Source: an optimization exercise on an open RTL-to-GDS flow (aim: small area and a short achievable clock period). Production flows keep margins and buffers that such runs may drop. RTL that was checked went through simulation tests only; none was proved equivalent to the original. The clock port is modelled as an ideal driver; clocking choices that lean on that would not hold on a real chip. Power and IR drop assume default switching activity.

==> flow/design.v (excerpt) <==
module memory_unit(
    input CLK, RESET,  
    input [3:0] ADDR,  
    input [7:0] DATA_IN,  
    input READ, WRITE,  
    input [7:0] SEARCH_KEY,  
    output reg [7:0] DATA_OUT,  
    output reg [7:0] SEARCH_RESULT  
);
For scale: ~550 cells after synthesis, roughly 40 I/O pins, roughly 8600 um2 of cells after synthesis.
Settings: LEC_CHECK=0, CAP_MARGIN=20, CORE_MARGIN=2, CORE_UTILIZATION=40, CTS_BUF_LIST=sky130_fd_sc_hd__clkbuf_4 sky130_fd_sc_hd__clkbuf_8, SETUP_SLACK_MARGIN=2.2, SLEW_MARGIN=20; clock period 4.0 ns.
run.sh (not shown) runs the stock make flow with config.mk's settings and CLKGATE_MAP_FILE= SYNTH_SCRIPT=/design/flow/synth_recipe.tcl, a recipe that flattens the netlist after the stock synthesis.
==> next run, changes <==
--- a/flow/config.mk
+++ b/flow/config.mk
@@ -11 +10,0 @@
-export CTS_BUF_LIST = sky130_fd_sc_hd__clkbuf_4 sky130_fd_sc_hd__clkbuf_8
After rerunning: Total power is higher by 5.3%; global-route usage hardly moves; combinational power is higher by about 5%.
==> next run, changes <==
==> flow/flow/run.sh (new file) <==
#!/bin/bash
# Own layout flow: the standard synthesis, then the standard ORFS steps with
# extra make variables (flow/make_args.txt, one NAME=VALUE per line).
set -uo pipefail
here=$(cd "$(dirname "$0")" && pwd)
mapfile -t args < <(grep -v '^\s*#' "$here/make_args.txt" | grep -v '^\s*$')
printf '%s\n' "${args[@]}" > make_args_used.log
bash standard.sh synth > synth.log 2>&1 || exit 1
bash standard.sh "${args[@]}" finish > layout.log 2>&1
==> flow/flow/make_args.txt (new file) <==
MATCH_CELL_FOOTPRINT=0
BUFFER_PORTS_ARGS=-buffer_cell sky130_fd_sc_hd__buf_2
CTS_ARGS=-sink_clustering_enable -repair_clock_nets -dont_use_dummy_load
==> flow/standard.sh (new file) <==
#!/bin/bash
# synth_recipe.tcl (not shown) runs the flow's synth.tcl, then flattens the netlist and writes it again
# the make line also repeats each setting of config.mk as NAME=value (left out here)
make -C /OpenROAD-flow-scripts/flow DESIGN_CONFIG=/design/flow/config.mk WORK_HOME=/design/flow/orfs CLKGATE_MAP_FILE= SYNTH_SCRIPT=/design/flow/synth_recipe.tcl "${@:-finish}"
removed: flow/run.sh
Effect: Power shrinks by 7.5%; cell area shrinks by 7.0%; register-to-register slack gains 0.03 ns; worst setup slack gains 0.024 ns; global-route usage shrinks by 0.49 points; die area stays the same.
No run of this note included a check of the RTL's function; only the layout flow was run.

========
Another version of the RTL of memory_unit (not shown whole).
Size: about 500 cells after synthesis, about 210 flip-flops, ~40 I/O pins, ~9000 µm² of cells after synthesis.
Design memory_unit, start of the top module:
module memory_unit(
    input CLK, RESET,  
    input [3:0] ADDR,  
    input [7:0] DATA_IN,  
    input READ, WRITE,  
    input [7:0] SEARCH_KEY,  
    output reg [7:0] DATA_OUT,  
    output reg [7:0] SEARCH_RESULT  
);
==> flow/config.mk <==
export PLATFORM = sky130hd
export DESIGN_NAME = memory_unit
export DESIGN_NICKNAME = memory_unit
export VERILOG_FILES = /design/flow/design.v
export SDC_FILE = /design/flow/constraint.sdc
export NUM_CORES = 4
export LEC_CHECK = 0
export CAP_MARGIN = 20
export CORE_MARGIN = 2
export CORE_UTILIZATION = 40
export SETUP_SLACK_MARGIN = 2.2
export SLEW_MARGIN = 20
==> flow/constraint.sdc <==
create_clock -name core_clock -period 4.0 [get_ports {CLK}]
set_input_delay 0.8000 -clock core_clock [delete_from_list [all_inputs] [get_ports {CLK}]]
set_output_delay 0.8000 -clock core_clock [all_outputs]
set_load 0.01 [all_outputs]
standard.sh (not shown) runs the stock make flow with config.mk's settings and CLKGATE_MAP_FILE= SYNTH_SCRIPT=/design/flow/synth_recipe.tcl, a recipe that flattens the netlist after the stock synthesis.
==> flow/flow/run.sh <==
#!/bin/bash
# Own layout flow: the standard synthesis, then the standard ORFS steps with
# extra make variables (flow/make_args.txt, one NAME=VALUE per line).
set -uo pipefail
here=$(cd "$(dirname "$0")" && pwd)
mapfile -t args < <(grep -v '^\s*#' "$here/make_args.txt" | grep -v '^\s*$')
printf '%s\n' "${args[@]}" > make_args_used.log
bash standard.sh synth > synth.log 2>&1 || exit 1
bash standard.sh "${args[@]}" finish > layout.log 2>&1
==> flow/flow/make_args.txt <==
MATCH_CELL_FOOTPRINT=0
BUFFER_PORTS_ARGS=-buffer_cell sky130_fd_sc_hd__buf_2
CTS_ARGS=-sink_clustering_enable -repair_clock_nets -dont_use_dummy_load -buf_list sky130_fd_sc_hd__clkbuf_8 -sink_clustering_size 16 -sink_clustering_max_diameter 50
The first run passed the timing, DRC and antenna checks.
Edit:
==> flow/flow/run.sh (replaced) <==
#!/bin/bash
# Own layout flow: the standard synthesis, then the standard ORFS steps with
# extra make variables (flow/make_args.txt, one NAME=VALUE per line; @FLOW@ is
# replaced by this folder's absolute path, for hook scripts).
set -uo pipefail
here=$(cd "$(dirname "$0")" && pwd)
mapfile -t args < <(grep -v '^\s*#' "$here/make_args.txt" | grep -v '^\s*$' | sed "s#@FLOW@#$here#g")
printf '%s\n' "${args[@]}" > make_args_used.log
bash standard.sh synth > synth.log 2>&1 || exit 1
bash standard.sh "${args[@]}" finish > layout.log 2>&1
==> flow/flow/make_args.txt (replaced) <==
MATCH_CELL_FOOTPRINT=0
BUFFER_PORTS_ARGS=-buffer_cell sky130_fd_sc_hd__buf_2
CTS_ARGS=-sink_clustering_enable -repair_clock_nets -dont_use_dummy_load -buf_list sky130_fd_sc_hd__clkbuf_8 -sink_clustering_size 16 -sink_clustering_max_diameter 50
PRE_CTS_TCL=@FLOW@/pre_cts.tcl
==> flow/flow/pre_cts.tcl (new file) <==
# Upsize the output registers and the output port buffers: the paths from the
# output registers to the ports are the slowest in the design.
foreach inst [get_cells -filter "ref_name == sky130_fd_sc_hd__dfrtp_1"] {
  replace_cell $inst sky130_fd_sc_hd__dfrtp_4
}
foreach port [get_ports {DATA_OUT* SEARCH_RESULT*}] {
  foreach pin [get_pins -of_objects [get_nets -of_objects $port] -filter "direction == output"] {
    replace_cell [get_cells -of_objects $pin] sky130_fd_sc_hd__buf_4
  }
}
=> The new run stopped in 4_1_cts on STA-0100; synthesized cell count does not change; synthesized area does not change.
Edit:
==> flow/flow/run.sh (replaced) <==
#!/bin/bash
# Own layout flow: the standard synthesis, then the standard ORFS steps with
# extra make variables (flow/make_args.txt, one NAME=VALUE per line).
set -uo pipefail
here=$(cd "$(dirname "$0")" && pwd)
mapfile -t args < <(grep -v '^\s*#' "$here/make_args.txt" | grep -v '^\s*$')
printf '%s\n' "${args[@]}" > make_args_used.log
bash standard.sh synth > synth.log 2>&1 || exit 1
bash standard.sh "${args[@]}" finish > layout.log 2>&1
==> flow/flow/make_args.txt (replaced) <==
MATCH_CELL_FOOTPRINT=0
BUFFER_PORTS_ARGS=-buffer_cell sky130_fd_sc_hd__buf_2
CTS_ARGS=-sink_clustering_enable -repair_clock_nets -dont_use_dummy_load -buf_list sky130_fd_sc_hd__clkbuf_8 -sink_clustering_size 16 -sink_clustering_max_diameter 50
- CORE_UTILIZATION: 40 -> 70
- PLACE_DENSITY: not set -> 0.8
removed: flow/flow/pre_cts.tcl
Outcome:
- The new run produced a clean layout
- synthesized area is unchanged
- synthesized cell count stays the same

========
Setup of the reference run:
The RTL this note starts from:
==> flow/design.v <==
module memory_unit(
    input CLK, RESET,  
    input [3:0] ADDR,  
    input [7:0] DATA_IN,  
    input READ, WRITE,  
    input [7:0] SEARCH_KEY,  
    output reg [7:0] DATA_OUT,  
    output reg [7:0] SEARCH_RESULT  
);
reg [7:0] dasd_memory [0:15];  
reg [7:0] cam_key [0:7];       
wire we = !RESET && !READ && WRITE;
always @(posedge CLK) begin
    if (we) begin
        dasd_memory[ADDR] <= DATA_IN;
        if (!ADDR[3])
            cam_key[ADDR[2:0]] <= SEARCH_KEY;
    end
end
reg [7:0] search;
integer i;
always @(*) begin
    search = 8'd0;
    for (i = 0; i < 8; i = i + 1)
        if (cam_key[i] == SEARCH_KEY)
            search = dasd_memory[i];
end
wire nrd;
g_inv u_nrd (.a(READ), .y(nrd));
wire [15:0] rsel;
mu_dec u_dec (.a(ADDR), .rd(READ), .sel(rsel));
wire [7:0] dout_d;
genvar g, b;
generate
    for (b = 0; b < 8; b = b + 1) begin : bits
        wire [15:0] v;
        for (g = 0; g < 16; g = g + 1) begin : w
            assign v[g] = dasd_memory[g][b];
        end
        wire d0, d1, d2, d3, d4, d5, e0, e1;
        g_a222oi u_d0 (.a1(rsel[0]), .a2(v[0]), .b1(rsel[1]), .b2(v[1]), .c1(rsel[2]), .c2(v[2]), .y(d0));
        g_a222oi u_d1 (.a1(rsel[3]), .a2(v[3]), .b1(rsel[4]), .b2(v[4]), .c1(rsel[5]), .c2(v[5]), .y(d1));
        g_a222oi u_d2 (.a1(rsel[6]), .a2(v[6]), .b1(rsel[7]), .b2(v[7]), .c1(rsel[8]), .c2(v[8]), .y(d2));
        g_a222oi u_d3 (.a1(rsel[9]), .a2(v[9]), .b1(rsel[10]), .b2(v[10]), .c1(rsel[11]), .c2(v[11]), .y(d3));
        g_a222oi u_d4 (.a1(rsel[12]), .a2(v[12]), .b1(rsel[13]), .b2(v[13]), .c1(rsel[14]), .c2(v[14]), .y(d4));
        g_a22oi  u_d5 (.a1(rsel[15]), .a2(v[15]), .b1(nrd), .b2(DATA_OUT[b]), .y(d5));
        g_nand3 u_e0 (.a(d0), .b(d1), .c(d2), .y(e0));
        g_nand3 u_e1 (.a(d3), .b(d4), .c(d5), .y(e1));
        g_or2 u_dy (.a(e0), .b(e1), .y(dout_d[b]));
    end
endgenerate
always @(posedge CLK or posedge RESET) begin
    if (RESET) begin
        DATA_OUT <= 8'd0;
        SEARCH_RESULT <= 8'd0;
    end else begin
        DATA_OUT <= dout_d;
        if (READ)
            SEARCH_RESULT <= search;
    end
end
endmodule
module mu_dec(input [3:0] a, input rd, output [15:0] sel);
    genvar i;
    generate
        for (i = 0; i < 16; i = i + 1) begin : d
            assign sel[i] = rd & (a == i);
        end
    endgenerate
endmodule
module g_inv(input a, output y);
    assign y = ~a;
endmodule
module g_nand3(input a, input b, input c, output y);
    assign y = ~(a & b & c);
endmodule
module g_or2(input a, input b, output y);
    assign y = a | b;
endmodule
module g_a22oi(input a1, input a2, input b1, input b2, output y);
    assign y = ~(a1 & a2 | b1 & b2);
endmodule
module g_a222oi(input a1, input a2, input b1, input b2, input c1, input c2, output y);
    assign y = ~(a1 & a2 | b1 & b2 | c1 & c2);
endmodule
export LEC_CHECK = 0
export CAP_MARGIN = 20
export CORE_MARGIN = 2
export CORE_UTILIZATION = 40
export SETUP_SLACK_MARGIN = 2.2
export SLEW_MARGIN = 20
export SYNTH_HIERARCHICAL = 1
export TNS_END_PERCENT = 10
create_clock -name core_clock -period 4.0 [get_ports {CLK}]
==> flow/flow/run.sh <==
#!/bin/bash
# Own layout flow: the standard synthesis, then the standard ORFS steps with
# extra make variables (flow/make_args.txt, one NAME=VALUE per line).
set -uo pipefail
here=$(cd "$(dirname "$0")" && pwd)
mapfile -t args < <(grep -v '^\s*#' "$here/make_args.txt" | grep -v '^\s*$')
printf '%s\n' "${args[@]}" > make_args_used.log
bash standard.sh synth > synth.log 2>&1 || exit 1
bash standard.sh "${args[@]}" finish > layout.log 2>&1
==> flow/flow/make_args.txt <==
MATCH_CELL_FOOTPRINT=0
BUFFER_PORTS_ARGS=-buffer_cell sky130_fd_sc_hd__buf_2
CTS_ARGS=-sink_clustering_enable -repair_clock_nets -dont_use_dummy_load -buf_list sky130_fd_sc_hd__clkbuf_8 -sink_clustering_size 16 -sink_clustering_max_diameter 50
> inputs changed (the reference run -> the trial run)
Settings: TNS_END_PERCENT: 10 -> unset; SETUP_SLACK_MARGIN: 2.2 -> 2.05.
Number of placed cells counting well taps: the trial run vs the reference run — no meaningful difference
The largest fanout of any net on the critical path of the trial run is higher than that of the reference run.
Delta(power, the trial run - the reference run) > 0
Comparing the trial run and the reference run, the higher part of the power in the clock network is on the trial run.
Compared to the reference run, the trial run has wire length of the first global-routing pass 920 um lower.

========
Setup of v6:
// memory_unit: RTL as listed in full above, without the edits since
==> flow/config.mk <==
export PLATFORM = sky130hd
export DESIGN_NAME = memory_unit
export DESIGN_NICKNAME = memory_unit
export VERILOG_FILES = /design/flow/design.v
export SDC_FILE = /design/flow/constraint.sdc
export NUM_CORES = 4
export LEC_CHECK = 0
export CAP_MARGIN = 20
export CORE_MARGIN = 2
export CORE_UTILIZATION = 40
export SETUP_SLACK_MARGIN = 2.2
export SLEW_MARGIN = 20
export SYNTH_HIERARCHICAL = 1
==> flow/constraint.sdc <==
create_clock -name core_clock -period 4.0 [get_ports {CLK}]
set_input_delay 0.8000 -clock core_clock [delete_from_list [all_inputs] [get_ports {CLK}]]
set_output_delay 0.8000 -clock core_clock [all_outputs]
set_load 0.01 [all_outputs]
Scripts as last shown in full above: flow/flow/run.sh, flow/flow/make_args.txt
v6 finished every step from synthesis to the final layout, and the layout passed the timing, DRC and antenna checks.
Setup changes, v6 to v2
Settings: PLACE_DENSITY: unset -> 0.75.
Notes after the runs:
Side by side, first-iteration DRC count turned out higher in v2 than in v6. [v2] slew at the pin closest to its max-slew limit rose 0.033 ns relative to v6. Lower critical path depth among v6 and v2: v6. NOTE post-CTS resize count v6->v2 increased by more than a quarter. For the post-layout minimum cycle time, v2 came in 0.047 ns higher than v6 did. Looking at endpoint of the most critical setup path, the SEARCH_RESULT[7]$_DFFE_PP0P_ result is from v2; the DATA_OUT[1] one comes from v6.
Relative to v2, the following input files were edited for v52:
Settings: clearing PLACE_DENSITY, which used to be 0.75.
==> flow/flow/make_args.txt <==
MATCH_CELL_FOOTPRINT=0
BUFFER_PORTS_ARGS=-buffer_cell sky130_fd_sc_hd__buf_2
CTS_ARGS=-sink_clustering_enable -repair_clock_nets -dont_use_dummy_load -buf_list sky130_fd_sc_hd__clkbuf_4 -sink_clustering_size 10 -sink_clustering_max_diameter 40
### Flow results
- Looking at power in combinational cells, v52 sits about 12% lower than v2 does.
- Relative to v2, final critical-path required period increased by 0.022 ns in v52.
- Between v2 and v52, the flow reports switching power increasing by a few percent.
- [v52] headroom to the max-slew limit rose 1.7 points relative to v2
- [compare] base=v2 new=v52: global-route usage down 0.53 points, detailed-routed wire length on met2 down about 5%, clock-buffer cell count up 17.
Changes in v40 relative to v52:
Settings: SETUP_SLACK_MARGIN now 2.3, was 2.2.
==> flow/flow/make_args.txt <==
MATCH_CELL_FOOTPRINT=0
BUFFER_PORTS_ARGS=-buffer_cell sky130_fd_sc_hd__buf_2
CTS_ARGS=-sink_clustering_enable -repair_clock_nets -dont_use_dummy_load -buf_list sky130_fd_sc_hd__clkbuf_8 -sink_clustering_size 16 -sink_clustering_max_diameter 50
==> results.txt <==
- Changes observed in v40 relative to v52: met3 capacity usage during global routing down 1.1 points, multi-input gate share of the layout cell area now sits higher.
- Per the comparison of v40 with v52, total via count after detailed routing about even, part of the total power dissipated in combinational logic +0.3 points, met1 routing resource usage after global routing up 1.4 points.
- Comparing v52 and v40, register share of total power is lower on v40.
- Changes observed in v40 relative to v52: setup slack grew by 0.089 ns, sequential share of layout area moved down.
- Sort v52 and v40 by number of signal-net buffers in the layout, ascending, and v52 comes first.
- v40 vs v52: switching share of power down

========
== job 9729 ==
// memory_unit: RTL as listed in full above, without the edits since
clock: 4.0 ns
lec_check: 0
cap_margin: 20
core_margin: 2
core_utilization: 40
setup_slack_margin: 2.2
slew_margin: 20
synth_hierarchical: 1
==> flow/flow/run.sh <==
#!/bin/bash
# Own layout flow: the standard synthesis, then the standard ORFS steps with
# extra make variables (flow/make_args.txt, one NAME=VALUE per line; @FLOW@ is
# replaced by this folder's absolute path, for hook scripts).
set -uo pipefail
here=$(cd "$(dirname "$0")" && pwd)
mapfile -t args < <(grep -v '^\s*#' "$here/make_args.txt" | grep -v '^\s*$' | sed "s#@FLOW@#$here#g")
printf '%s\n' "${args[@]}" > make_args_used.log
bash standard.sh synth > synth.log 2>&1 || exit 1
bash standard.sh "${args[@]}" finish > layout.log 2>&1
==> flow/flow/make_args.txt <==
MATCH_CELL_FOOTPRINT=0
BUFFER_PORTS_ARGS=-buffer_cell sky130_fd_sc_hd__buf_2
CTS_ARGS=-sink_clustering_enable -repair_clock_nets -dont_use_dummy_load -buf_list sky130_fd_sc_hd__clkbuf_8 -sink_clustering_size 16 -sink_clustering_max_diameter 50
PRE_CTS_TCL=@FLOW@/pre_cts.tcl
==> flow/flow/post_cts.tcl <==
# Flatten the clock tree to two levels: the root buffer (the only cell the CLK
# port drives) drives the leaf buffers directly, which drive the registers. The
# branching buffers between them are removed, and the root is a clkbuf_16. All
# registers keep the same number of buffers on their clock path.
set block [ord::get_db_block]
proc out_net {inst} {
  foreach it [$inst getITerms] { if {[$it isOutputSignal]} { return [$it getNet] } }
  return ""
}
proc is_clkbuf {inst} { string match sky130_fd_sc_hd__clkbuf_* [[$inst getMaster] getName] }
set clk [$block findNet CLK]
set root ""
foreach it [$clk getITerms] { set root [$it getInst] }
set n0 [out_net $root]
set changed 1
while {$changed} {
  set changed 0
  foreach it [$n0 getITerms] {
    if {![$it isInputSignal]} { continue }
    set b [$it getInst]
    if {![is_clkbuf $b]} { continue }
    set n1 [out_net $b]
    # collapse b only if everything it drives is a clock buffer
    set all_bufs 1
    foreach l [$n1 getITerms] {
      if {[$l isInputSignal] && ![is_clkbuf [$l getInst]]} { set all_bufs 0 }
    }
    if {!$all_bufs} { continue }
    foreach l [$n1 getITerms] {
      if {[$l isInputSignal]} { $l disconnect; $l connect $n0 }
    }
    foreach bt [$b getITerms] { $bt disconnect }
    odb::dbInst_destroy $b
    odb::dbNet_destroy $n1
    set changed 1
    break
  }
}
$root swapMaster [[ord::get_db] findMaster sky130_fd_sc_hd__clkbuf_16]
puts "post_cts: root [$root getName] drives [expr {[llength [$n0 getITerms]] - 1}] clock buffers"
detailed_placement
check_placement -verbose
==> flow/flow/pre_cts.tcl <==
# Upsize the output port buffers.
set block [ord::get_db_block]
set master_buf [[ord::get_db] findMaster sky130_fd_sc_hd__buf_4]
foreach bterm [$block getBTerms] {
  if {[$bterm getIoType] ne "OUTPUT"} { continue }
  foreach iterm [[$bterm getNet] getITerms] {
    if {[$iterm isOutputSignal]} { [$iterm getInst] swapMaster $master_buf }
  }
}
Input-level comparison between job 9802 and job 9729:
- a change of SLEW_MARGIN from 20 to 5
- a change of CAP_MARGIN from 20 to 5
==> flow/flow/run.sh <==
#!/bin/bash
# Own layout flow: the standard synthesis, then the standard ORFS steps with
# extra make variables (flow/make_args.txt, one NAME=VALUE per line).
set -uo pipefail
here=$(cd "$(dirname "$0")" && pwd)
mapfile -t args < <(grep -v '^\s*#' "$here/make_args.txt" | grep -v '^\s*$')
printf '%s\n' "${args[@]}" > make_args_used.log
bash standard.sh synth > synth.log 2>&1 || exit 1
bash standard.sh "${args[@]}" finish > layout.log 2>&1
==> flow/flow/make_args.txt <==
MATCH_CELL_FOOTPRINT=0
BUFFER_PORTS_ARGS=-buffer_cell sky130_fd_sc_hd__buf_2
CTS_ARGS=-sink_clustering_enable -repair_clock_nets -dont_use_dummy_load -buf_list sky130_fd_sc_hd__clkbuf_8 -sink_clustering_size 16 -sink_clustering_max_diameter 50
removed: flow/flow/post_cts.tcl
removed: flow/flow/pre_cts.tcl
## What came out
Between job 9802 and job 9729, the difference in multi-input combinational cell area is negligible. Met1 demand-to-capacity share in global routing essentially unchanged between job 9802 and job 9729. The setup slack of job 9802 is smaller than that of job 9729. From job 9729 to job 9802, synthesized area did not move at all. Sort job 9802 and job 9729 by global-route wire length before repair, ascending, and job 9802 comes first. The sequential share of power was comparable across job 9802 and job 9729. In terms of via count of the first global-routing pass, job 9729 and job 9802 differ only marginally. Relative to job 9729, the power density of the placed cells of job 9802 is higher by 0.34%. Relative to job 9729, the worst vdd rail ir drop measured on job 9802 has decreased by a few percent. Worst-skew pair later-pin latency of job 9729 is on par with job 9802. Final total power (higher): job 9729.
Inputs modified between job 9802 and job 2136:
- SLEW_MARGIN changed from 5 to 20
- CAP_MARGIN changed from 5 to 20
==> flow/flow/make_args.txt <==
MATCH_CELL_FOOTPRINT=0
BUFFER_PORTS_ARGS=-buffer_cell sky130_fd_sc_hd__buf_2
CTS_ARGS=-sink_clustering_enable -repair_clock_nets -dont_use_dummy_load -buf_list sky130_fd_sc_hd__clkbuf_8 sky130_fd_sc_hd__clkbuf_16 -sink_clustering_size 20 -sink_clustering_max_diameter 60
Notes after the runs:
Apart from job 2136, each of job 9802 and job 2136 ends the flow with a layout that passes the timing, DRC and antenna checks. Diff job 9802..job 2136 | async set-reset flop share out of synthesis | unchanged. Between job 2136 and job 9802, the total number of placement rows does not differ in any meaningful way. Synthesized area: job 9802 vs job 2136 identical. Height of the die came out exactly the same in job 9802 and job 2136. Synthesized instance count of job 2136 is on par with job 9802. Compared with job 9802, in job 2136 xor/xnor cell area share of the yosys netlist did not really move; top-level I/O count did not really move; mux share of post-synthesis cell area did not really move.

## what the ideal ports hide
In the flow no input, the clock included, has a driving cell. The finished layouts below were timed again as built, in two steps. Step 1, drivers: a clkbuf_16 drives CLK and a buf_2 each remaining input, both assumed. Step 2 also shifts input and output timing later by t, the mid clock arrival at the registers, as if the neighbouring blocks saw the same clock. Three values: ideal, step 1, step 2; two values: the first two.
run	shift t [ns]	setup WS [ns]	hold WS [ns]
the first run of note 1	0.589	1.828 / 1.835 / 1.246	0.455 / 0.462 / 0.480
the second run of note 1	0.540	1.888 / 1.887 / 1.347	0.446 / 0.430 / 0.482
the third run of note 1	0.524	1.912 / 1.899 / 1.375	0.406 / 0.388 / 0.470
the first run of note 2	0.568	2.052 / 1.937 / 1.369	0.386 / 0.381 / 0.595
the third run of note 2	0.532	1.963 / 1.877 / 1.345	0.393 / 0.381 / 0.521
the reference run	0.533	2.009 / 1.964 / 1.430	0.343 / 0.324 / 0.560
the trial run	0.557	2.003 / 1.979 / 1.421	0.278 / 0.257 / 0.561
v6	0.557	2.056 / 2.016 / 1.468	0.316 / 0.301 / 0.554
v2	0.534	2.009 / 1.948 / 1.414	0.370 / 0.352 / 0.566
v52	0.626	1.987 / 1.919 / 1.293	0.180 / 0.163 / 0.525
v40	0.557	2.076 / 2.025 / 1.467	0.451 / 0.454 / 0.540
job 9729	0.556	2.066 / 2.026 / 1.475	0.316 / 0.299 / 0.550
job 9802	0.557	2.056 / 2.016 / 1.468	0.316 / 0.301 / 0.554
After both steps setup and hold are still met in every run listed. For v52, which loses most, drivers alone change the setup slack by -0.068 ns; drivers and shift together by -0.694 ns.
